Background: an optimization exercise with open tools, aiming at small area. Do not read the settings as production practice. The RTL was checked by simulation tests, not by an equivalence proof against the original design. Power figures rest on the tool's default switching activity, not on a simulated workload.

==> flow/design.v (outline; a module is shown in full before it is edited, if it fits) <==
// module sat: 14 lines
// module rca: 21 lines
// module rcs: 13 lines
// module sat_flag: 16 lines
// module tuner_slice_1k: 30 lines
// module tmul_mac: 722 lines
// module sine_oct: 2327 lines
// module tuner_2: 89 lines
// module cic_dec_4: 68 lines
// module fir8dec_par: 105 lines
// module booth_mac: 1150 lines
// module ddc_14: 152 lines
// module demods: 169 lines
// module sdr_rx: 48 lines
module sdr_rx (
    input wire clk,
    input wire reset,
    input wire signed [9:0] adc_in,
    input wire [1:0] dr,
    input wire [25:0] frq,
    input wire [3:0] cic_shf,
    input wire ns_ena,
    input wire [2:0] demod_type,
    output wire [6:0] sathld,
    output wire diag,
    output wire valid,
    output wire signed [15:0] l_out,
    output wire signed [15:0] r_out
);
  // ...
==> flow/fir8dec_coeff.hex <==
// memory init data
// Auto-generated by write_memh.py
ffff
0000
0000
0000
0001
0002
0003
0003
0003
0003
0001
ffff
fffd
fffa
fff7
fff6
fff6
fff8
fffd
0003
0009
0010
0016
0018
0017
0011
0007
fffa
ffeb
ffdc
ffd2
ffcd
ffd0
ffdd
fff2
000d
002a
0046
005a
0062
005a
0042
001a
ffe8
ffb2
ff82
ff5f
ff53
ff62
ff8e
ffd3
002a
0085
00d6
010f
0121
0106
00bb
0048
ffbb
ff28
fea6
fe4e
fe33
fe61
fed9
ff8f
006d
0152
021a
029f
02c5
027c
01c2
00aa
ff59
fdff
fcd3
fc0d
fbd6
fc47
fd60
ff03
00fb
02ff
04bc
05e2
0631
0588
03e6
0176
fe87
fb85
f8eb
f72f
f6b2
f7ab
fa1c
fdca
0244
06e7
0afb
0dc6
0eab
0d45
097d
0399
fc37
f44a
ecfe
e794
e540
e6fc
ed67
f8a3
084d
1b7c
30d2
469d
5b05
6c3b
78ae
7f36
7f36
78ae
6c3b
5b05
469d
30d2
1b7c
084d
f8a3
ed67
e6fc
e540
e794
ecfe
f44a
fc37
0399
097d
0d45
0eab
0dc6
0afb
06e7
0244
fdca
fa1c
f7ab
f6b2
f72f
f8eb
fb85
fe87
0176
03e6
0588
0631
05e2
04bc
02ff
00fb
ff03
fd60
fc47
fbd6
fc0d
fcd3
fdff
ff59
00aa
01c2
027c
02c5
029f
021a
0152
006d
ff8f
fed9
fe61
fe33
fe4e
fea6
ff28
ffbb
0048
00bb
0106
0121
010f
00d6
0085
002a
ffd3
ff8e
ff62
ff53
ff5f
ff82
ffb2
ffe8
001a
0042
005a
0062
005a
0046
002a
000d
fff2
ffdd
ffd0
ffcd
ffd2
ffdc
ffeb
fffa
0007
0011
0017
0018
0016
0010
0009
0003
fffd
fff8
fff6
fff6
fff7
fffa
fffd
ffff
0001
0003
0003
0003
0003
0002
0001
0000
0000
0000
ffff
0000
0000
0000
0000
0000
0000
0000
0000
0000
0000
==> flow/flow/run.sh <==
#!/bin/bash
# Layout flow: the standard flow (standard.sh) with two changes.
#  1. Synthesis maps the logic with an area-oriented ABC script
#     (flow/abc_area_map.script) in place of ORFS's; the rest of synthesis
#     (synth_recipe.tcl and ORFS's synth.tcl) is unchanged, so the registers
#     are the standard synthesis's.
#  2. Clock tree synthesis clusters up to 28 sinks within 90 um per leaf
#     buffer (clkbuf_16), uses clkbuf_4 above the leaves and inserts no
#     dummy loads.
# Logs: synth.log (synthesis), standard.log (the rest, via standard.sh);
# ORFS's own per-step logs are under orfs/logs.
set -euo pipefail
W=$(pwd)

# ORFS's synth.tcl, with our ABC script in place of the one ABC_AREA picks
sed 's#^source \$::env(SCRIPTS_DIR)/synth_preamble.tcl$#&\nset abc_args [lreplace $abc_args 1 1 '"$W"'/flow/abc_area_map.script]#' \
    "$FLOW_HOME/scripts/synth.tcl" > "$W/synth_custom.tcl"
grep -q 'abc_area_map.script' "$W/synth_custom.tcl"
sed 's#^source \$::env(SCRIPTS_DIR)/synth.tcl$#source '"$W"'/synth_custom.tcl#' synth_recipe.tcl > "$W/synth_recipe_custom.tcl"
grep -q 'synth_custom.tcl' "$W/synth_recipe_custom.tcl"

# standard.sh's make command, with our synthesis script, for synthesis only
MK=$(grep -m1 '^make -C' standard.sh)
MK=${MK%\"\$\{@:-finish\}\"}
MK=$(echo "$MK" | sed "s#SYNTH_SCRIPT=[^ ]*#SYNTH_SCRIPT=$W/synth_recipe_custom.tcl#")
eval "$MK synth" > synth.log 2>&1

# the rest of the standard flow
export CTS_ARGS="-sink_clustering_enable -repair_clock_nets -sink_clustering_size 28 -sink_clustering_max_diameter 90 -sink_clustering_buffer sky130_fd_sc_hd__clkbuf_16 -buf_list sky130_fd_sc_hd__clkbuf_4 -dont_use_dummy_load"
bash standard.sh > standard.log 2>&1
==> flow/flow/abc_area_map.script <==
strash
balance
rewrite
refactor
balance
rewrite
rewrite -z
balance
refactor -z
rewrite -z
balance
dch
amap
topo
stime -c
buffer -c
upsize -c
dnsize -c
==> flow/standard.sh <==
#!/bin/bash
# synth_recipe.tcl (not shown) runs the flow's synth.tcl, then flattens the netlist and writes it again
# the make line also repeats each setting of config.mk as NAME=value (left out here)
make -C /OpenROAD-flow-scripts/flow DESIGN_CONFIG=/design/flow/config.mk WORK_HOME=/design/flow/orfs CLKGATE_MAP_FILE= SYNTH_SCRIPT=/design/flow/synth_recipe.tcl "${@:-finish}"
==> flow/config.mk <==
export PLATFORM = sky130hd
export DESIGN_NAME = sdr_rx
export DESIGN_NICKNAME = sdr_rx
export VERILOG_FILES = /design/flow/design.v
export SDC_FILE = /design/flow/constraint.sdc
export NUM_CORES = 8
export LEC_CHECK = 0
export ABC_AREA = 1
export CAP_MARGIN = 20
export CORE_MARGIN = 2
export CORE_UTILIZATION = 35
export SLEW_MARGIN = 20
export SYNTH_MEMORY_MAX_BITS = 32768
==> flow/constraint.sdc <==
create_clock -name core_clock -period 12.5 [get_ports {clk}]
set_input_delay 2.5000 -clock core_clock [delete_from_list [all_inputs] [get_ports {clk}]]
set_output_delay 2.5000 -clock core_clock [all_outputs]
set_load 0.01 [all_outputs]
==> results.sh, run 1 <==
export IMPL_switchingPower_uw=7992
export IMPL_outcome="finished clean"
export IMPL_synth_cell_area_mm2=0.1198
export IMPL_critPathLaunch="u_ddc.u_fir.c_data[3]"
export IMPL_ys_seq_area_frac=0.5579
export IMPL_finalSetupTns_ns=0
export IMPL_multiInputGateArea_mm2=0.04733
export IMPL_first_pass_iters=6
export IMPL_port_buffers=88
export IMPL_grt_pass1_wl_mm=446.3
export IMPL_dominant_cells="sequential cells"
export IMPL_core_mm2=0.3403
export IMPL_routed_top_layer="met5"
export IMPL_clkTransAtPathRegs_ns=0.10
export IMPL_pg_seq_uw=15400
export IMPL_n_antenna_cell=13
export IMPL_buffers=270
export IMPL_required_ns=13.78
export IMPL_yosysTopAreaCell="dfxtp_1"
export IMPL_met1_usage=0.2329
export IMPL_seqCellArea_mm2=0.06682
export IMPL_synth_edf_count=301
export IMPL_holdPathEnd="u_ddc.u_fir.qring[15][2]"
export IMPL_powerClk_uw=4860
export IMPL_maxCapViolations=0
export IMPL_worst_path_max_fanout=19
export IMPL_cts_tree="yes"
export IMPL_p_int_uw=18590
export IMPL_htree_levels=4
export IMPL_reg2reg_slack_ns=0.82
export IMPL_path_buf_inv=8
export IMPL_setup_ws_ns=0.8167
==> module cic_dec_4, before the edit <==
module cic_dec_4 #(
	parameter ISZ = 10,								 
	          ASZ = 42,	                             
	          LSZ = 23,                              
              HSZ = ASZ - LSZ,                       
              OSZ = 21	                             
)
(
	input clk,						 
	input reset,					 
	input ena_out,					 
	input [3:0] stp,                 
	input [ISZ-1:0] xv,	             
	input xs,
	output signed [OSZ-1:0] y	     
);
	reg [LSZ:0] il0, il1, il2, il3;
	reg [HSZ-1:0] ih0, ih1, ih2, ih3;
    reg xs_d;
    wire [LSZ-1:0] sl0, sl1, sl2, sl3;
    wire cl0, cl1, cl2, cl3;
    wire [HSZ-1:0] sh0, sh1, sh2, sh3;
    wire xcin = xs & ~(xv == {1'b1, {ISZ-1{1'b0}}});
    rca #(.W(LSZ)) u_l0(.a(il0[LSZ-1:0]), .b({{LSZ-ISZ{xv[ISZ-1]}},xv} ^ {LSZ{xs}}), .ci(xcin), .s(sl0), .co(cl0));
    rca #(.W(LSZ)) u_l1(.a(il1[LSZ-1:0]), .b(il0[LSZ-1:0]), .ci(1'b0), .s(sl1), .co(cl1));
    rca #(.W(LSZ)) u_l2(.a(il2[LSZ-1:0]), .b(il1[LSZ-1:0]), .ci(1'b0), .s(sl2), .co(cl2));
    rca #(.W(LSZ)) u_l3(.a(il3[LSZ-1:0]), .b(il2[LSZ-1:0]), .ci(1'b0), .s(sl3), .co(cl3));
    rca #(.W(HSZ)) u_h0(.a(ih0), .b({HSZ{xs_d}}), .ci(il0[LSZ]), .s(sh0), .co());
    rca #(.W(HSZ)) u_h1(.a(ih1), .b(ih0), .ci(il1[LSZ]), .s(sh1), .co());
    rca #(.W(HSZ)) u_h2(.a(ih2), .b(ih1), .ci(il2[LSZ]), .s(sh2), .co());
    rca #(.W(HSZ)) u_h3(.a(ih3), .b(ih2), .ci(il3[LSZ]), .s(sh3), .co());
	always @(posedge clk)
	begin
		if(reset == 1'b1)
		begin
            xs_d <= 1'b0;
			il0 <= 0; il1 <= 0; il2 <= 0; il3 <= 0;
			ih0 <= 0; ih1 <= 0; ih2 <= 0; ih3 <= 0;
		end
		else
		begin
            xs_d <= xv[ISZ-1] ^ xs;
            il0 <= {cl0, sl0}; il1 <= {cl1, sl1}; il2 <= {cl2, sl2}; il3 <= {cl3, sl3};
            ih0 <= sh0; ih1 <= sh1; ih2 <= sh2; ih3 <= sh3;
		end
	end
    reg [ASZ-OSZ-HSZ-1:0] low_pipe;
    always @(posedge clk)
        low_pipe <= il3[LSZ-1:ASZ-OSZ];
    wire [OSZ-1:0] integrator_top = {ih3, low_pipe};
	reg [OSZ-1:0] acc;
	reg [OSZ-1:0] dly0, dly1, dly2, dly3;
    wire [OSZ-1:0] aop = ena_out ? integrator_top : acc;
    wire [OSZ-1:0] dif;
    rca #(.W(OSZ)) u_c(.a(aop), .b(~dly0), .ci(1'b1), .s(dif), .co());
    wire shift = ena_out | stp[0] | stp[1] | stp[2];
	always @(posedge clk)
	begin
        if(shift)
            acc <= dif;
		if(shift | reset)
        begin
            dly0 <= dly1; dly1 <= dly2; dly2 <= dly3;
            dly3 <= aop & {OSZ{~reset}};
        end
	end
    assign y = acc;
endmodule
==> module fir8dec_par, before the edit <==
module fir8dec_par #(
	parameter isz = 16,					 
	          osz = 16,					 
              csz = 16,                  
              agrw = 3                   
)
(
	input clk,								 
	input reset,							 
	input ena,								 
	input signed [isz-1:0] iin, qin,    	 
	output reg valid,                   	 
	output signed [osz-1:0] iout,qout	     
);
    localparam asz = csz+isz+agrw;
    localparam signed [asz-1:0] rnd_const = 1<<(csz+1);
    reg signed [isz-1:0] xi, xq;     
    reg [2:0] jcnt;                  
    reg [4:0] d;                     
    reg lc;                          
    reg [4:0] pc;
    reg fst;                         
    always @(posedge clk)
    begin
        if(ena == 1'b1)
        begin
            xi <= iin;
            xq <= qin;
        end
        if(reset == 1'b1)
        begin
            jcnt <= 3'd1;
            d <= 5'd0;
            lc <= 1'b0;
            pc <= 5'd0;
            fst <= 1'b1;
        end
        else
        begin
            if(ena == 1'b1)
                jcnt <= jcnt + 3'd1;
            d <= d + 5'd1 - {4'd0, (ena == 1'b1) && (jcnt == 3'd7)};
            if(ena == 1'b1)
            begin
                lc <= 1'b1;
                pc <= 5'd0;
            end
            else if(lc == 1'b1)
            begin
                pc <= pc + 5'd1;
                if(pc == 5'd31)
                begin
                    lc <= 1'b0;
                    fst <= 1'b0;
                end
            end
        end
    end
    reg signed [csz-1:0] coeff_rom[0:255];
    initial
    begin
        $readmemh("fir8dec_coeff.hex", coeff_rom);
    end
    wire [7:0] c_addr = {d + 5'd2, 3'b000} - {5'd0, jcnt};
    wire [7:0] c_mirror = 8'd245 - c_addr;
    wire [6:0] c_fold = (c_addr <= 8'd122) ? c_addr[6:0] : c_mirror[6:0];
    wire c_zero = (c_addr >= 8'd246);
    reg signed [csz-1:0] c_data;
    reg init, emit;
    always @(posedge clk)
    begin
        c_data <= (lc & ~c_zero) ? coeff_rom[{1'b0, c_fold}] : {csz{1'b0}};
        init <= lc & (fst | (c_addr == 8'd0));
        emit <= lc & (c_addr == 8'd4);
    end
    reg signed [asz-1:0] iring[0:31];
    reg signed [asz-1:0] qring[0:31];
    wire signed [asz-1:0] ibase = init ? rnd_const : iring[0];
    wire signed [asz-1:0] qbase = init ? rnd_const : qring[0];
    integer n;
    always @(posedge clk)
    begin
        for(n=0;n<31;n=n+1)
        begin
            iring[n] <= iring[n+1];
            qring[n] <= qring[n+1];
        end
        iring[31] <= inext;
        qring[31] <= qnext;
    end
    wire [asz-1:0] inext, qnext;
    booth_mac u_imac(.x(xi), .c(c_data), .base(ibase), .y(inext));
    booth_mac u_qmac(.x(xq), .c(c_data), .base(qbase), .y(qnext));
    always @(posedge clk)
    begin
        if(reset == 1'b1)
            valid <= 1'b0;
        else
            valid <= emit;
    end
    sat #(.isz(agrw+osz-2), .osz(osz))
        u_isat(.in(iring[31][asz-1:csz+2]), .out(iout));
    sat #(.isz(agrw+osz-2), .osz(osz))
        u_qsat(.in(qring[31][asz-1:csz+2]), .out(qout));
endmodule
==> module ddc_14, before the edit <==
module ddc_14 #(
    parameter isz = 14,  
              fsz = 26,  
              osz = 16,  
              gsz = 8    
)
(
    input clk, reset,
    input signed [isz-1:0] in,
	input [1:0] dr,
	input [fsz-1:0] frq,
    input [3:0] cic_shf,
    input ns_ena,
    output reg [6:0] sathld,
    output valid,
    output signed [osz-1:0] i_out, q_out,
    output diag
);
	reg [gsz-1:0] drate;
	always @(*)
		case(dr)
			2'b00: drate = 8'd255;		 
			2'b01: drate = 8'd127;		 
			2'b10: drate = 8'd63;		 
			2'b11: drate = 8'd32;		 
			default: drate = 8'd255;
		endcase
    reg [gsz-1:0] dcnt;
    reg ena_cic;
    wire ena_pre = (dcnt == 0);      
    reg [3:0] comb_stp;
    wire [gsz-1:0] dcnt_m1;
    rca #(.W(gsz)) u_dcnt(.a(dcnt), .b({gsz{1'b1}}), .ci(1'b0), .s(dcnt_m1), .co());
    always @(posedge clk)
    begin
        if(reset == 1'b1)
        begin
            dcnt <= 0;
            ena_cic <= 1'b0;
            comb_stp <= 4'd0;
        end
        else
        begin
			if(dcnt == 0)
			begin
				dcnt <= drate;
				ena_cic <= 1'b1;
			end
			else
			begin
				dcnt <= dcnt_m1;
				ena_cic <= 1'b0;
			end
            comb_stp <= {comb_stp[2:0], ena_cic};
       end
    end
    wire [isz-1:0] tuner_i, tuner_q;
    wire tuner_i_s, tuner_q_s;
    tuner_2 #(
        .dsz(isz),
        .fsz(fsz)
    )
    u_tuner(
        .clk(clk),
        .reset(reset),
        .in(in),
        .frq(frq),
        .ns_ena(ns_ena),
        .i_v(tuner_i), .i_s(tuner_i_s),
        .q_v(tuner_q), .q_s(tuner_q_s)
    );
    parameter cicsz = 21;
    wire signed [cicsz-1:0] cic_i, cic_q;
    cic_dec_4 #(.ISZ(isz), .ASZ(isz+4*gsz), .OSZ(cicsz))
    u_cic_i(
        .clk(clk),
        .reset(reset),
        .ena_out(ena_pre),
        .stp({comb_stp[2:0], ena_cic}),
        .xv(tuner_i), .xs(tuner_i_s),
        .y(cic_i)
    );
    reg diag_r;
    always @(posedge clk)
        if(reset == 1'b1)
            diag_r <= 1'b0;
        else if(comb_stp[3])
            diag_r <= cic_i[cicsz-1];
    assign diag = diag_r;
    cic_dec_4 #(.ISZ(isz), .ASZ(isz+4*gsz), .OSZ(cicsz))
    u_cic_q(
        .clk(clk),
        .reset(reset),
        .ena_out(ena_pre),
        .stp({comb_stp[2:0], ena_cic}),
        .xv(tuner_q), .xs(tuner_q_s),
        .y(cic_q)
    );
    wire signed [cicsz+6:0] cic_i_shf = cic_i<<<cic_shf;
    wire signed [cicsz+6:0] cic_q_shf = cic_q<<<cic_shf;
    wire signed [osz-1:0] cic_i_sat, cic_q_sat;
    wire isatflg, qsatflg;
    reg satflg_d;
    reg satval;
    reg [6:0] satcnt, satsum;
    wire [6:0] satcnt_p1, satsum_p;
    rca #(.W(7)) u_satcnt(.a(satcnt), .b(7'd0), .ci(1'b1), .s(satcnt_p1), .co());
    rca #(.W(7)) u_satsum(.a(satsum), .b(7'd0), .ci(satval), .s(satsum_p), .co());
    sat_flag #(.isz(osz+7), .osz(osz))
        u_sat_i(.in(cic_i_shf[cicsz+6:cicsz-osz]), .out(cic_i_sat), .flag(isatflg));
    sat_flag #(.isz(osz+7), .osz(osz))
        u_sat_q(.in(cic_q_shf[cicsz+6:cicsz-osz]), .out(cic_q_sat), .flag(qsatflg));
    reg satflg;
    always @(posedge clk)
    begin
        if(reset == 1'b1)
            satflg <= 1'b0;
        else if(comb_stp[3])
            satflg <= isatflg|qsatflg;
        satflg_d <= satflg;
        if(reset == 1'b1)
        begin
            satcnt <= 0;
			satval <= 0;
            satsum <= 0;
            sathld <= 0;
        end
        else
        begin
 			satcnt <= satcnt_p1;
			satval <= satflg_d;
            satsum <= satsum_p;
            if(satcnt == 7'h7f)
            begin
                sathld <= satsum;
                satsum <= 0;
            end
        end
    end
	fir8dec_par #(
        .isz(osz),           
	    .osz(osz)            
    )
	u_fir(
		.clk(clk),								 
		.reset(reset),							 
		.ena(comb_stp[3]),						 
		.iin(cic_i_sat), .qin(cic_q_sat),    	 
		.valid(valid),                   		 
		.iout(i_out), .qout(q_out)				 
	);
endmodule
==> run 2, diff against run 1 <==
--- a/flow/design.v
+++ b/flow/design.v
@@ -3285,15 +3285,18 @@
     wire [OSZ-1:0] aop = ena_out ? integrator_top : acc;
     wire [OSZ-1:0] dif;
     rca #(.W(OSZ)) u_c(.a(aop), .b(~dly0), .ci(1'b1), .s(dif), .co());
-    wire shift = ena_out | stp[0] | stp[1] | stp[2];
+    wire shift = ena_out | stp[0] | stp[1] | stp[2];    
 	always @(posedge clk)
 	begin
         if(shift)
             acc <= dif;
-		if(shift | reset)
+		if(reset == 1'b1)
+		begin
+            dly0 <= 0; dly1 <= 0; dly2 <= 0; dly3 <= 0;
+		end
+		else if(shift)
         begin
-            dly0 <= dly1; dly1 <= dly2; dly2 <= dly3;
-            dly3 <= aop & {OSZ{~reset}};
+            dly0 <= dly1; dly1 <= dly2; dly2 <= dly3; dly3 <= aop;
         end
 	end
     assign y = acc;
@@ -3369,9 +3372,18 @@
     reg init, emit;
     always @(posedge clk)
     begin
-        c_data <= (lc & ~c_zero) ? coeff_rom[{1'b0, c_fold}] : {csz{1'b0}};
-        init <= lc & (fst | (c_addr == 8'd0));
-        emit <= lc & (c_addr == 8'd4);
+        if(reset == 1'b1)
+        begin
+            c_data <= {csz{1'b0}};
+            init <= 1'b0;
+            emit <= 1'b0;
+        end
+        else
+        begin
+            c_data <= (lc & ~c_zero) ? coeff_rom[{1'b0, c_fold}] : {csz{1'b0}};
+            init <= lc & (fst | (c_addr == 8'd0));
+            emit <= lc & (c_addr == 8'd4);
+        end
     end
     reg signed [asz-1:0] iring[0:31];
     reg signed [asz-1:0] qring[0:31];
@@ -4573,7 +4585,7 @@
     output diag
 );
 	reg [gsz-1:0] drate;
-	always @(*)
+	always @(posedge clk)
 		case(dr)
 			2'b00: drate = 8'd255;		 
 			2'b01: drate = 8'd127;		 
--- a/flow/flow/run.sh
+++ b/flow/flow/run.sh
@@ -4,8 +4,8 @@
 #     (flow/abc_area_map.script) in place of ORFS's; the rest of synthesis
 #     (synth_recipe.tcl and ORFS's synth.tcl) is unchanged, so the registers
 #     are the standard synthesis's.
-#  2. Clock tree synthesis clusters up to 28 sinks within 90 um per leaf
-#     buffer (clkbuf_16), uses clkbuf_4 above the leaves and inserts no
+#  2. Clock tree synthesis clusters up to 18 sinks within 60 um per leaf
+#     buffer (clkbuf_8), uses clkbuf_4 above the leaves and inserts no
 #     dummy loads.
 # Logs: synth.log (synthesis), standard.log (the rest, via standard.sh);
 # ORFS's own per-step logs are under orfs/logs.
@@ -26,5 +26,5 @@
 eval "$MK synth" > synth.log 2>&1
 
 # the rest of the standard flow
-export CTS_ARGS="-sink_clustering_enable -repair_clock_nets -sink_clustering_size 28 -sink_clustering_max_diameter 90 -sink_clustering_buffer sky130_fd_sc_hd__clkbuf_16 -buf_list sky130_fd_sc_hd__clkbuf_4 -dont_use_dummy_load"
+export CTS_ARGS="-sink_clustering_enable -repair_clock_nets -sink_clustering_size 18 -sink_clustering_max_diameter 60 -sink_clustering_buffer sky130_fd_sc_hd__clkbuf_8 -buf_list sky130_fd_sc_hd__clkbuf_4 -dont_use_dummy_load"
 bash standard.sh > standard.log 2>&1
==> results.sh, run 2 <==
export IMPL_outcome="finished clean"
export IMPL_cts_tree="yes"
export IMPL_syn_mean_instance_area_um2=11.09
export IMPL_synthArstFlopShare=0
export IMPL_fillCellCount=33630
export IMPL_worst_path_max_fanout=8
export IMPL_port_buffers=88
export IMPL_start_util=0.3509
export IMPL_yosys_cell_types_count=81
export IMPL_antenna_found_initial=25
export IMPL_core_mm2=0.3422
export IMPL_mostFrequentLayoutCells="dfxtp_1, nor2_1, fa_1"
export IMPL_netlist_top_cells_count="dfxtp_1, nor2_1, fa_1"
export IMPL_clock_sinks=3190
export IMPL_startpoint_type="register"
export IMPL_worstSetupPathType="reg2reg"
export IMPL_grt_max_degree=114
export IMPL_clkTransAtPathRegs_ns=0.11
export IMPL_post_place_ws_ns=0.5443
export IMPL_synth_net_count=12030
export IMPL_clock_skew_ns=0.3412
export IMPL_hold_violations=0
export IMPL_final_setup_viol_count=0
export IMPL_synth_seq_cells=3190
export IMPL_synth_cell_area_mm2=0.1201
export IMPL_synthFlopType="dfxtp_1"
export IMPL_post_cts_repair_setup_buffers=0
export IMPL_min_from="u_ddc.u_fir.iring[12][20]"
export IMPL_end_kind="register"
export IMPL_setup_ws_ns=1.038
export IMPL_ios=89
export IMPL_maxSlewHeadroom=0.2462
export IMPL_syn2layout_area_growth_pct=7.264
export IMPL_finalSetupTns_ns=0
export IMPL_cts_hold_buf=0
export IMPL_layout_commonest_cell="dfxtp_1"
export IMPL_clock_fmax_mhz=87.25
export IMPL_die_area_mm2=0.3478
export IMPL_hpwl_mm=213.6
export IMPL_reg2reg_slack_ns=1.04
export IMPL_crit_top_cell="fa_1"
export IMPL_synth_warning_count=10
export IMPL_r2r_start="u_ddc.u_fir.c_data[1]"
export IMPL_die_h_um=589.7
export IMPL_hold_path_class="reg2reg"
export IMPL_final_nets=11930
export IMPL_required_ns=13.94
export IMPL_placed_area_mm2=0.1257
export IMPL_vias=76170
export IMPL_whs_path_depth=0
export IMPL_fp_row_count=215
export IMPL_peakVddDrop_mv=0.1406
export IMPL_post_route_util=0.3764
export IMPL_reg2reg_depth=49
export IMPL_multiInputGateArea_mm2=0.04906
export IMPL_drtIter0Drc=7289
export IMPL_layout_min_cycle_time_ns=11.46
export IMPL_fin_crit_sh=0.9169
export IMPL_reg_top3="u_ddc.u_fir.iring (1120), u_ddc.u_fir.qring (1120), u_demod.dcb_acc (27)"
export IMPL_worst_slew_pin_slew_ns=1.128
export IMPL_arrival_ns=12.90
export IMPL_synth_area_top_cells="dfxtp_1, fa_1, nor2_1, edfxtp_1, o22ai_1"
export IMPL_grt_pass1_vias=74740
export IMPL_totalWireLength_mm=299.2
export IMPL_design_area_mm2=0.1288
export IMPL_drc=0
export IMPL_maxCapViolations=0
export IMPL_cts_buffer_depth=4
export IMPL_slew_violations=0
export IMPL_post_synth_top_count_cell="dfxtp_1"
export IMPL_yosysTopAreaCell="dfxtp_1"
export IMPL_htree_levels=4
export IMPL_clkLatencyLatePin_ns=1.53
export IMPL_cts_inserted_buffers=230
export IMPL_ys_seq_area_frac=0.5429
export IMPL_cts_root_buf="clkbuf_4"
export IMPL_power_density_mw_per_mm2=190.9
export IMPL_holdPathEnd="u_ddc.u_fir.iring[11][20]"
export IMPL_synth_edf_count=133
export IMPL_die_w_um=589.7
export IMPL_wl_per_cell_um=19.56
export IMPL_routabilityCongestion=1.023
export IMPL_first_pass_iters=9
export IMPL_finalNonFillerCells=15300
export IMPL_rsz0062_at_grt="false"
export IMPL_cp_slowest_stage_delay_ns=0.48
export IMPL_synth_top_cell_area_share=0.5097
export IMPL_via_per_inst=4.979
export IMPL_p_leak_uw=0.05210
export IMPL_layout_drive_gt1_share=0.07122
export IMPL_place_inst=15060
export IMPL_synthCells=10830
export IMPL_cts_resized=0
export IMPL_timing_rr_end="u_ddc.u_fir.qring[31][34]"
export IMPL_cpMaxStageDelayCell="fa_1"
export IMPL_grt_pass1_wl_mm=460.0
export IMPL_grt_overflow_total=0
export IMPL_ant_nets=0
export IMPL_grt_usage=0.1707
export IMPL_seqCellArea_mm2=0.06520
-- run 2: critical path: cells and delay by family, from the launching register on --
family,cells,cell delay [ns]
flip-flops,1,0.38
AO/OA/AOI/OAI,5,0.68
AND/OR/NAND/NOR,3,0.61
buffers and inverters,10,0.86
adder cells (fa/ha/maj),31,9.07
-- run 2: kinds of logic after synthesis --
group,synth area share
DFF,0.5429
AOI/OAI and AO/OA,0.1387
and+or+nand+nor,0.09106
buffers and inverters,0.04980
adders and majority gates,0.1773
xor gates and xnor gates,0.0002189
-- run 2: power by group --
part | internal (µW) | switching, µW | total (µW) | leakage [µW]
Clock | 1550 | 2910 | 4460 | 0.00160
Combinational | 2430 | 3660 | 6090 | 0.0242
Sequential | 13000 | 1080 | 14000 | 0.0263
-- run 2: per-layer routing --
layer / routed length [µm] / global-route usage / vias up
li1: - / - / 35940
met1: 139300 / 0.2483 / 36670
met2: 123700 / 0.2504 / 2815
met3: 22020 / 0.02802 / 735
met4: 13990 / 0.07103 / 16
met5: 92 / 0 / -
-- run 2: how the worst max path moves through the flow --
stage / endpoint / slack, ns / startpoint
after CTS: u_ddc.u_fir.qring[31][34] / 0.98 / u_ddc.u_fir.c_data[1]
final: u_ddc.u_fir.qring[31][34] / 1.04 / u_ddc.u_fir.c_data[1]
after detailed placement: u_demod.xacc[21] / 0.54 / demod_type[0]
after global routing: u_ddc.u_fir.qring[31][34] / 0.32 / u_ddc.u_fir.c_data[1]
after global placement: u_demod.xacc[21] / 0.63 / demod_type[0]
after floorplan: u_demod.xacc[21] / 1.59 / demod_type[0]
-- run 2: final cells by class --
cell class	count	area share
Antenna cell	12	0.0002332
Clock buffer	230	0.02356
Inverter	971	0.02844
Multi-Input combinational cell	6088	0.3809
Sequential cell	3190	0.5062
Tap cell	4557	0.04427
Timing Repair Buffer	249	0.01636
-- run 2: per-stage QoR --
step,power (µW),hold slack [ns]
global placement,20230,0.3095
CTS,24940,0.07943
detailed placement,20360,0.3121
floorplan,18240,0.3096
global route,26440,0.06937
finish,24590,0.08756

[static timing again, ports no longer ideal]
Ports are ideal in the flow. The routed layouts listed here were re-timed in OpenROAD.
Step 1, drivers: a clkbuf_16 drives clk and a buf_2 each remaining input, both assumed.
Step 2, shift: input delay + t, output delay - t, t = (earliest + latest rising clock arrival at the registers) / 2. This alone moves slack from input paths to output paths.
Three values: no drivers, after step 1, after step 2; two values: the first two.
| run | shift t [ns] | setup slack, ns | clock arrival spread, ns |
|---|---|---|---|
| run 1 | 1.424 | 0.817 / 0.817 / 0.817 | 0.235 / 0.236 |
| run 2 | 1.426 | 1.038 / 1.038 / 0.679 | 0.396 / 0.397 |
In run 2 the clock reaches the registers at very different times; t lies between them, and the last value is a rough guide only. For run 2, which loses most, drivers alone change the setup slack by 0.000 ns; drivers and shift together by -0.359 ns.
